Background: an optimization exercise with open tools, aiming at small area. Do not read the settings as production practice. Power is estimated from default activity; no workload was simulated.

## old
==> flow/design.v <==
module alu (
    input clk,
    input [31:0] a,
    input [31:0] b,
    input [4:0] op,
    output reg [31:0] out,
    output reg zflag,
    output reg nflag,
    output reg cflag,
    output reg vflag,
    output wire sflag,
    output reg hflag
);
    assign sflag = nflag ^ vflag;
    wire valid  = ~op[4] & ((~op[3] & (op[2] | op[0])) | (op[3] & ~op[2] & ~(op[1] & op[0])));
    wire op_ld  = ~op[3] & ~op[2] & ~op[1];           
    wire upd_o  = valid;
    wire upd_f  = valid & ~op_ld;
    wire op_add = ~op[2] & op[1] & op[0];             
    wire op_sub = op[2] & ~op[1] & ~op[0];            
    wire op_and = op[2] & ~op[1] & op[0];             
    wire op_or  = op[2] & op[1] & ~op[0];             
    wire op_xor = op[2] & op[1] & op[0];              
    wire op_sh  = op[3] & (op[1] | op[0]);            
    wire op_sl  = op[3] & op[0];                      
    wire op_sr  = op[3] & op[1];                      
    wire arith  = op_add | op_sub;
    wire bsel1 = op[1] | op[3] | (op[2] & op[0]);       
    wire bsel0 = ~op[1] & ~op[0] & (op[2] | op[3]);     
    wire [31:0] bb = (b & {32{bsel1}}) | (~b & {32{bsel0}});
    wire [31:0] g  = a & bb;
    wire [31:0] t  = a | bb;
    wire [31:0] q  = a ^ bb;
    wire [7:0] bg, bp;
    genvar k;
    generate
        for (k = 0; k < 8; k = k + 1) begin : blk
            assign bg[k] = g[4*k+3] | (t[4*k+3] & g[4*k+2]) | (t[4*k+3] & t[4*k+2] & g[4*k+1])
                         | (t[4*k+3] & t[4*k+2] & t[4*k+1] & g[4*k]);
            assign bp[k] = t[4*k+3] & t[4*k+2] & t[4*k+1] & t[4*k];
        end
    endgenerate
    wire [8:0] bc;
    assign bc[0] = op[2];    
    generate
        for (k = 0; k < 8; k = k + 1) begin : bcar
            assign bc[k+1] = bg[k] | (bp[k] & bc[k]);
        end
    endgenerate
    wire [32:0] c;
    generate
        for (k = 0; k < 8; k = k + 1) begin : icar
            assign c[4*k]   = bc[k];
            assign c[4*k+1] = g[4*k]   | (t[4*k]   & c[4*k]);
            assign c[4*k+2] = g[4*k+1] | (t[4*k+1] & c[4*k+1]);
            assign c[4*k+3] = g[4*k+2] | (t[4*k+2] & c[4*k+2]);
        end
    endgenerate
    assign c[32] = bc[8];
    wire [31:0] kk  = ({32{arith}} & c[31:0]) | ({32{op_or}} & g) | ({32{op_and}} & t);
    wire [31:0] sum = q ^ kk;
    wire [15:0] hg = a[15:0] & b[15:0];
    wire [15:0] ht = a[15:0] | b[15:0];
    wire [3:0] hbg, hbp;
    generate
        for (k = 0; k < 4; k = k + 1) begin : hblk
            assign hbg[k] = hg[4*k+3] | (ht[4*k+3] & hg[4*k+2]) | (ht[4*k+3] & ht[4*k+2] & hg[4*k+1])
                          | (ht[4*k+3] & ht[4*k+2] & ht[4*k+1] & hg[4*k]);
            assign hbp[k] = ht[4*k+3] & ht[4*k+2] & ht[4*k+1] & ht[4*k];
        end
    endgenerate
    wire hc1 = hbg[0];
    wire hc2 = hbg[1] | (hbp[1] & hc1);
    wire hc3 = hbg[2] | (hbp[2] & hc2);
    wire k16 = hbg[3] | (hbp[3] & hc3);
    wire [4:0] s = b[4:0] - 5'd1;
    wire sh_ok = (b[31:6] == 26'd0) & (b[5] ? (b[4:0] == 5'd0) : (b[4:0] != 5'd0));
    wire [31:0] ar;
    generate
        for (k = 0; k < 32; k = k + 1) begin : rev
            assign ar[k] = a[31-k];
        end
    endgenerate
    wire [31:0] x1 = ({32{~op[1] & ~s[0]}} & a) | ({32{~op[1] & s[0]}} & {a[30:0], 1'b0})
                   | ({32{op[1] & ~s[0]}} & ar) | ({32{op[1] & s[0]}} & {ar[30:0], 1'b0});
    wire [31:0] x2 = s[1] ? {x1[29:0], 2'b0} : x1;
    wire [31:0] x3 = s[2] ? {x2[27:0], 4'b0} : x2;
    wire [31:0] x4 = s[3] ? {x3[23:0], 8'b0} : x3;
    wire [31:0] sh = s[4] ? {x4[15:0], 16'b0} : x4;    
    wire en_sl = valid & op_sl & sh_ok;
    wire en_sr = valid & op_sr & sh_ok;
    wire sel_sum = valid & ~op_sh;
    wire sl0 = en_sl & ~s[4], sl1 = en_sl & s[4];
    wire sr0 = en_sr & ~s[4], sr1 = en_sr & s[4];
    wire [31:0] x4r;     
    generate
        for (k = 0; k < 32; k = k + 1) begin : rev3
            assign x4r[k] = x4[31-k];
        end
    endgenerate
    wire [31:0] res = ({32{sel_sum}} & sum)
                    | ({32{sl0}} & {x4[30:0], 1'b0})
                    | ({32{sl1}} & {x4[14:0], 17'b0})
                    | ({32{sr0}} & {1'b0, x4r[31:1]})
                    | ({32{sr1}} & {17'b0, x4r[31:17]});
    wire vv = (res[31] & ~a[31] & ~b[31]) | (~res[31] & a[31] & b[31]);
    wire z_n = (res == 32'd0);
    wire n_n = res[31];
    wire v_n = (arith | op_xor | op_sh) & vv;
    wire c_n = (arith & (c[32] ^ op[2])) | (op_sh & sh_ok & sh[31]);
    wire h_n = (op_add & c[16]) | (op_sub & ~k16 & (b[15:0] != 16'd0)) | (op_sh & sh_ok & sh[15]);
    wire [31:0] out_n = res | ({32{~upd_o}} & out);
    always @(posedge clk) begin
        out <= out_n;
        if (upd_f) begin
            zflag <= z_n;
            nflag <= n_n;
            cflag <= c_n;
            vflag <= v_n;
            hflag <= h_n;
        end
    end
endmodule
export LEC_CHECK = 0
export ABC_AREA = 1
export CAP_MARGIN = 20
export CORE_MARGIN = 2
export CORE_UTILIZATION = 40
export CTS_BUF_LIST = sky130_fd_sc_hd__clkbuf_8
export CTS_CLUSTER_DIAMETER = 100
export CTS_CLUSTER_SIZE = 40
export SLEW_MARGIN = 20
create_clock -name core_clock -period 6.5 [get_ports {clk}]
standard.sh (not shown) runs the stock make flow with config.mk's settings and CLKGATE_MAP_FILE= SYNTH_SCRIPT=/design/flow/synth_recipe.tcl, a recipe that flattens the netlist after the stock synthesis.
==> flow/flow/run.sh <==
#!/bin/bash
# Own layout flow: the standard ORFS flow (standard.sh) with two changes:
#  - synthesis runs synth_recipe.tcl with Yosys's abc pass pointed at an
#    area-oriented ABC mapping script (flow/abc_area.script);
#  - no full/half-adder extraction before ABC (ADDER_MAP_FILE empty);
#  - the port buffers that global placement inserts are buf_1 cells.
set -euo pipefail
W=$(pwd)
{ head -1 synth_recipe.tcl; cat flow/my_abc_proc.tcl; tail -n +2 synth_recipe.tcl; } > my_synth.tcl
export MY_ABC_SCRIPT=$W/flow/abc_area.script
bash standard.sh SYNTH_SCRIPT=$W/my_synth.tcl \
  "BUFFER_PORTS_ARGS=-buffer_cell sky130_fd_sc_hd__buf_1" ADDER_MAP_FILE= finish > standard_flow.log 2>&1
==> flow/flow/abc_area.script <==
strash
dch
map -D 3000
==> flow/flow/my_abc_proc.tcl <==
# Yosys's abc pass runs the ABC script named by MY_ABC_SCRIPT instead of
# ORFS's abc_area/abc_speed script; everything else is synth_recipe.tcl.
proc abc {args} {
  if {[info exists ::env(MY_ABC_SCRIPT)] && $::env(MY_ABC_SCRIPT) ne ""} {
    set i [lsearch $args -script]
    if {$i >= 0} { set args [lreplace $args [expr {$i+1}] [expr {$i+1}] $::env(MY_ABC_SCRIPT)] }
  }
  puts "my_synth: abc [lsearch -inline -all $args *.script]"
  yosys abc {*}$args
}
Input-level comparison between new and old:
==> flow/flow/abc_area.script <==
strash
&get -n
&dch
&nf -R 1000
&put
--- outcome ---
- Side by side, first-iteration DRC count turned out higher in new than in old.
- Clock group power: new higher than old
- Maximum number of pins on one net before global-route repair was higher in old than in new.
- [compare] base=old new=new: leakage component of the power higher; area of all placed cells without fillers picked up an extra 34 um^2; overall global routing resource usage now sits lower.
No functional check of the RTL was part of any run of this note.

port drivers added, routing unchanged:
In the flow no input, the clock included, has a driving cell. The finished layouts below were timed again as built, in two steps.
Step 1 assumes that a clkbuf_16 drives the clock port and a buf_2 every other input.
Step 2 also shifts input and output timing later by t, the mid clock arrival at the registers, as if the neighbouring blocks saw the same clock.
a / b / c = no drivers / after step 1 / after step 2; a / b = the first two.
| run | shift t [ns] | setup WS [ns] | worst hold slack (ns) | latest minus earliest clock arrival (ns) |
|---|---|---|---|---|
| old | 0.321 | 0.612 / 0.612 / 0.292 | 0.454 / 0.454 / 0.454 | 0.009 / 0.009 |
| new | 0.312 | 0.388 / 0.390 / 0.078 | 0.433 / 0.433 / 0.433 | 0.006 / 0.007 |
After both steps every run listed still meets setup and hold. The setup slack of old, which loses most, moves by 0.000 ns with the drivers and by -0.320 ns with both steps.
